Context: an optimization exercise on an open-source flow, tuned for small area and a short achievable clock period. The choices shown serve that exercise and are no tape-out recipe. RTL that was checked went through simulation tests only; none was proved equivalent to the original.

==> flow/design.v (excerpt) <==
module systolic_array_os #(
    DATA_WIDTH = 16,
    ACC_WIDTH = 64
    )(
    input logic clk,
    input logic rstn,
    input logic acc_en,
    input logic signed [DATA_WIDTH-1:0] data_0_i,
    input logic signed [DATA_WIDTH-1:0] data_1_i,
    input logic signed [DATA_WIDTH-1:0] data_2_i,
    input logic signed [DATA_WIDTH-1:0] data_3_i,
    input logic signed [DATA_WIDTH-1:0] weight_0_i,
    input logic signed [DATA_WIDTH-1:0] weight_1_i,
    input logic signed [DATA_WIDTH-1:0] weight_2_i,
    input logic signed [DATA_WIDTH-1:0] weight_3_i,
    output logic signed [ACC_WIDTH-1:0] acc_res_pe0_o,
    output logic signed [ACC_WIDTH-1:0] acc_res_pe1_o,
    output logic signed [ACC_WIDTH-1:0] acc_res_pe2_o,
    output logic signed [ACC_WIDTH-1:0] acc_res_pe3_o,
    output logic signed [ACC_WIDTH-1:0] acc_res_pe4_o,
    output logic signed [ACC_WIDTH-1:0] acc_res_pe5_o,
    output logic signed [ACC_WIDTH-1:0] acc_res_pe6_o,
    output logic signed [ACC_WIDTH-1:0] acc_res_pe7_o,
    output logic signed [ACC_WIDTH-1:0] acc_res_pe8_o,
    output logic signed [ACC_WIDTH-1:0] acc_res_pe9_o,
    output logic signed [ACC_WIDTH-1:0] acc_res_pe10_o,
    output logic signed [ACC_WIDTH-1:0] acc_res_pe11_o,
    output logic signed [ACC_WIDTH-1:0] acc_res_pe12_o,
    output logic signed [ACC_WIDTH-1:0] acc_res_pe13_o,
    output logic signed [ACC_WIDTH-1:0] acc_res_pe14_o,
    output logic signed [ACC_WIDTH-1:0] acc_res_pe15_o
    );
export LEC_CHECK = 0
export CAP_MARGIN = 20
export CORE_MARGIN = 2
export CORE_UTILIZATION = 40
export SETUP_SLACK_MARGIN = 3.0
export SLEW_MARGIN = 20
create_clock -name core_clock -period 10.0 [get_ports {clk}]
standard.sh (not shown) runs the stock make flow with config.mk's settings and CLKGATE_MAP_FILE= SYNTH_SCRIPT=/design/flow/synth_recipe.tcl, a recipe that flattens the netlist after the stock synthesis.
==> flow/flow/run.sh <==
#!/bin/bash
set -euo pipefail
BUF_CELL=${BUF_CELL:-sky130_fd_sc_hd__buf_1}
sed 's/yosys synth -nofsm -noshare /yosys synth -nofsm -noshare -noabc /' synth_recipe.tcl > noabc_synth.tcl
grep -q -- '-noabc' noabc_synth.tcl
sed "s#SYNTH_SCRIPT=[^ ]*#SYNTH_SCRIPT=$PWD/noabc_synth.tcl#" standard.sh > noabc_standard.sh
grep -q 'noabc_synth.tcl' noabc_standard.sh
bash noabc_standard.sh synth > synth.log 2>&1
export BUFFER_PORTS_ARGS="-buffer_cell $BUF_CELL"
bash standard.sh > layout.log 2>&1
The first run passed the timing, design-rule and antenna checks.
Next try:
- SETUP_SLACK_MARGIN: 3.0 -> 4.5
=>
- The changed run passed the timing, design-rule and antenna checks
- design area goes up by 11%
- synthesized cell count is unchanged
- non-clock buffer count rises by 895
- fmax grows by 2.2%
- global-route usage came out higher by 1.3 points
- area after synthesis does not change
- setup slack improves by 0.15 ns
- sequential share of layout area falls by 1.8 points
Function was not checked in any run of this note: the RTL went through the layout flow alone.

* * *

## build 58
systolic_array_os, a different RTL version from the one above (not shown whole).
Size in the first run: about 17000 cells after synthesis, roughly 1500 flip-flops, roughly 1200 I/O pins.
==> flow/design.v (excerpt) <==
module systolic_array_os #(
    DATA_WIDTH = 16,
    ACC_WIDTH = 64
    )(
    input logic clk,
    input logic rstn,
    input logic acc_en,
    input logic signed [DATA_WIDTH-1:0] data_0_i,
    input logic signed [DATA_WIDTH-1:0] data_1_i,
    input logic signed [DATA_WIDTH-1:0] data_2_i,
    input logic signed [DATA_WIDTH-1:0] data_3_i,
    input logic signed [DATA_WIDTH-1:0] weight_0_i,
    input logic signed [DATA_WIDTH-1:0] weight_1_i,
    input logic signed [DATA_WIDTH-1:0] weight_2_i,
    input logic signed [DATA_WIDTH-1:0] weight_3_i,
    output logic signed [ACC_WIDTH-1:0] acc_res_pe0_o,
    output logic signed [ACC_WIDTH-1:0] acc_res_pe1_o,
    output logic signed [ACC_WIDTH-1:0] acc_res_pe2_o,
    output logic signed [ACC_WIDTH-1:0] acc_res_pe3_o,
    output logic signed [ACC_WIDTH-1:0] acc_res_pe4_o,
    output logic signed [ACC_WIDTH-1:0] acc_res_pe5_o,
    output logic signed [ACC_WIDTH-1:0] acc_res_pe6_o,
    output logic signed [ACC_WIDTH-1:0] acc_res_pe7_o,
    output logic signed [ACC_WIDTH-1:0] acc_res_pe8_o,
    output logic signed [ACC_WIDTH-1:0] acc_res_pe9_o,
    output logic signed [ACC_WIDTH-1:0] acc_res_pe10_o,
    output logic signed [ACC_WIDTH-1:0] acc_res_pe11_o,
    output logic signed [ACC_WIDTH-1:0] acc_res_pe12_o,
    output logic signed [ACC_WIDTH-1:0] acc_res_pe13_o,
    output logic signed [ACC_WIDTH-1:0] acc_res_pe14_o,
    output logic signed [ACC_WIDTH-1:0] acc_res_pe15_o
    );
clock: 10.0 ns
lec_check: 0
cap_margin: 20
core_margin: 2
core_utilization: 40
cts_cluster_diameter: 120
cts_cluster_size: 24
setup_slack_margin: 4.5
slew_margin: 20
==> flow/flow/run.sh <==
#!/bin/bash
# Layout flow: the standard flow (standard.sh) with these changes.
#  1. Synthesis maps the RTL's one-bit adder modules (fa_x, ha_x) straight
#     onto the library's full and half adder cells (fa_map.v), before Yosys's
#     "synth" runs, and skips the quick ABC pass inside "synth" (-noabc).
#     The compressor trees then come out exactly as the RTL writes them, and
#     extract_fa only looks for further full adders (-fa): the half adders
#     are all written out, and the ones it would find are parts of other
#     logic that it could only build with inverters around them.
#  3. Every input and output port still gets its own buffer, but a plain
#     buffer cell (BUF_CELL) rather than the delay buffer buffer_ports picks
#     by itself; timing repair resizes them as needed.
# Each tool's output goes to synth.log and layout.log here (and ORFS's own
# logs under orfs/logs).
set -euo pipefail
BUF_CELL=sky130_fd_sc_hd__buf_1
HERE=$PWD
cp flow/abc.script abc.script
cp flow/fa_map.v fa_map.v
{
  echo 'proc synth {args} {'
  echo '  if {[lsearch -exact $args ":fine"] >= 0 && ![info exists ::adders_mapped]} {'
  echo '    set ::adders_mapped 1'
  echo "    yosys techmap -map $HERE/fa_map.v"
  echo '  }'
  echo '  yosys synth -nofsm -noshare -noabc {*}$args'
  echo '}'
  echo 'proc extract_fa {args} { yosys extract_fa -fa {*}$args }'
  echo 'proc abc {args} {'
  echo '  set i [lsearch -exact $args -script]'
  echo "  if {\$i >= 0} { set args [lreplace \$args \$i [expr {\$i+1}] -script $HERE/abc.script] }"
  echo '  yosys abc {*}$args'
  echo '}'
  tail -n +2 synth_recipe.tcl
} > my_synth.tcl
head -1 synth_recipe.tcl | grep -q 'proc synth'
sed "s#SYNTH_SCRIPT=[^ ]*#SYNTH_SCRIPT=$HERE/my_synth.tcl#" standard.sh > my_standard.sh
grep -q 'my_synth.tcl' my_standard.sh
bash my_standard.sh synth > synth.log 2>&1
export BUFFER_PORTS_ARGS="-buffer_cell $BUF_CELL"
bash standard.sh > layout.log 2>&1
==> flow/flow/abc.script <==
strash
dch
map -D 1500
topo
stime -c
buffer -c
upsize -c
dnsize -c
==> flow/flow/fa_map.v <==
// Maps the RTL's one-bit adders (fa_x, ha_x) onto the library's adder cells.
module fa_x (input a, input b, input c, output s, output co);
  sky130_fd_sc_hd__fa_1 _TECHMAP_REPLACE_ (.A(a), .B(b), .CIN(c), .SUM(s), .COUT(co));
endmodule

module ha_x (input a, input b, output s, output co);
  sky130_fd_sc_hd__ha_1 _TECHMAP_REPLACE_ (.A(a), .B(b), .SUM(s), .COUT(co));
endmodule
[inputs] build 56 vs build 58
- setting TNS_END_PERCENT to 10 for the first time
- changing SETUP_SLACK_MARGIN from 4.5 to 4.7
--- a/flow/flow/abc.script
+++ b/flow/flow/abc.script
@@ -3 +3 @@
-map -D 1500
+map -D 1200
Notes after the runs:
Build 56 finished end to end and its layout was clean on timing, DRC and antenna. Compared with build 58, build 56 shows a higher number of instances in the synthesized netlist. Lower number of clock buffers in the layout was reported by build 58, not build 56. Summary of build 56 over build 58: post-route worst setup slack has increased, die height has increased, setup slack of the most critical reg-to-reg path has increased, total routing resource utilization after global routing has increased. Build 56 ended up with a higher area fraction in compound gates after synthesis than build 58 did. Changes observed in build 56 relative to build 58: logic depth of the worst setup path including buffers +2, total of cells resized after clock tree synthesis decreased 12%.
[inputs] build 48 vs build 56
- SETUP_SLACK_MARGIN: 4.7 -> 4.5
- TNS_END_PERCENT: 10 -> unset
==> results.txt <==
The final setup violation count was comparable across build 48 and build 56.
Diff build 56..build 48 | total number of tap cells | unchanged
Re count of pins on the block boundary: no difference whatsoever between build 48 and build 56.
Number of gates resized after cts: build 48 lower than build 56
Changes in build 84 relative to build 48:
- a change of CORE_UTILIZATION from 40 to 55
--- outcome ---
| fraction of layout instances using a drive strength above 1 | build 84 vs build 48 | 0.30 points lower |. NOTE: sequential portion of the cell area in build 84 exceeds that of build 48. Delta (build 84 minus build 48): final critical-path share of the clock period stayed essentially flat; pin count of the biggest net entering global routing rose by about 2%. Final wirelength ends up higher on build 48. In build 84 the met2 usage in global routing turned out 11 points higher than in build 48. Build 48 and build 84 ended up with roughly the same footprint of the flip-flops and latches.

* * *

systolic_array_os, a different RTL version from the one above (not shown whole).
Size: about 17000 cells after synthesis, ~1500 flip-flops, about 1200 I/O pins.
Settings: LEC_CHECK=0, CAP_MARGIN=20, CORE_MARGIN=2, CORE_UTILIZATION=40, SETUP_SLACK_MARGIN=4.3, SLEW_MARGIN=20; clock period 10.0 ns.
==> flow/flow/abc.script <==
strash
dch
map -D 1500
topo
stime -c
buffer -c
upsize -c
dnsize -c
Scripts as last shown in full above: flow/flow/run.sh, flow/flow/fa_map.v
Rerun with:
Settings changed: CTS_CLUSTER_DIAMETER set to 120, CTS_CLUSTER_SIZE set to 24, GPL_ROUTABILITY_DRIVEN set to 0, PLACE_DENSITY set to 0.7, SETUP_SLACK_MARGIN 4.3 to 4.5.
Worst setup slack is worse by 120 ps.
Area after synthesis does not change.
Design area goes up by about 1.5%.
Wire length climbs by about 2.4%.
Sequential share of layout area is lower by 0.29 points.
Rerun with:
Settings changed: CTS_CLUSTER_DIAMETER 120 to unset, CTS_CLUSTER_SIZE 24 to unset, GPL_ROUTABILITY_DRIVEN 0 to unset, PLACE_DENSITY 0.7 to unset, SETUP_SLACK_MARGIN 4.5 to 4.0.
- final cell count drops by 1.1%
- global-route usage shrinks by 0.45 points
- non-clock buffer count falls by 431
- maximum frequency decreases by about 0.65%
Rerun with:
==> flow/flow/abc.script (replaced) <==
strash
dch
map -D 1500
topo
stime -c
Settings changed: CTS_CLUSTER_DIAMETER set to 120, CTS_CLUSTER_SIZE set to 24, SETUP_SLACK_MARGIN 4.0 to 4.5.
Result: Final area rose by a few percent. Synthesized area fell by a few percent. Clock-buffer cell count fell by 111. Fmax rose by a few percent.

static timing again, ports no longer ideal:
How much do the figures lean on ideal ports? The routed layouts below were timed once more, with nothing changed but the port constraints.
Step 1, drivers: a clkbuf_16 drives clk and a buf_2 each remaining input, both assumed.
Step 2 moves the port delays by t, midway between the first and last clock arrival at a register: inputs arrive t later, outputs are due t later. That takes back most of the time a late clock gives input paths.
Three values: ideal ports, drivers, drivers and shift; two values: the first two.
run	shift t [ns]	setup WS [ns]	hold WS [ns]	worst slew at a driven data input, ns
the first run of note 1	1.011	3.029 / 2.913 / 2.105	0.443 / 0.443 / 0.443	0.27
the second run of note 1	1.044	3.183 / 3.055 / 3.458	0.476 / 0.476 / 0.476	0.21
build 58	1.028	4.143 / 4.021 / 3.577	0.498 / 0.498 / 0.498	0.16
build 56	1.035	4.477 / 4.470 / 3.498	0.501 / 0.501 / 0.501	0.17
build 48	1.022	4.540 / 4.428 / 3.605	0.500 / 0.500 / 0.500	0.16
build 84	1.008	4.547 / 4.460 / 3.638	0.471 / 0.471 / 0.471	0.16
the first run of note 3	1.031	4.336 / 4.236 / 3.378	0.453 / 0.453 / 0.453	0.40
the second run of note 3	1.006	4.214 / 4.214 / 3.478	0.465 / 0.465 / 0.465	0.31
the third run of note 3	1.024	4.176 / 4.058 / 3.269	0.455 / 0.455 / 0.455	0.32
the fourth run of note 3	1.024	4.381 / 4.269 / 3.431	0.520 / 0.520 / 0.520	0.26
After both steps every run listed still meets setup and hold. For build 56, which loses most, drivers alone change the setup slack by -0.007 ns; drivers and shift together by -0.979 ns.
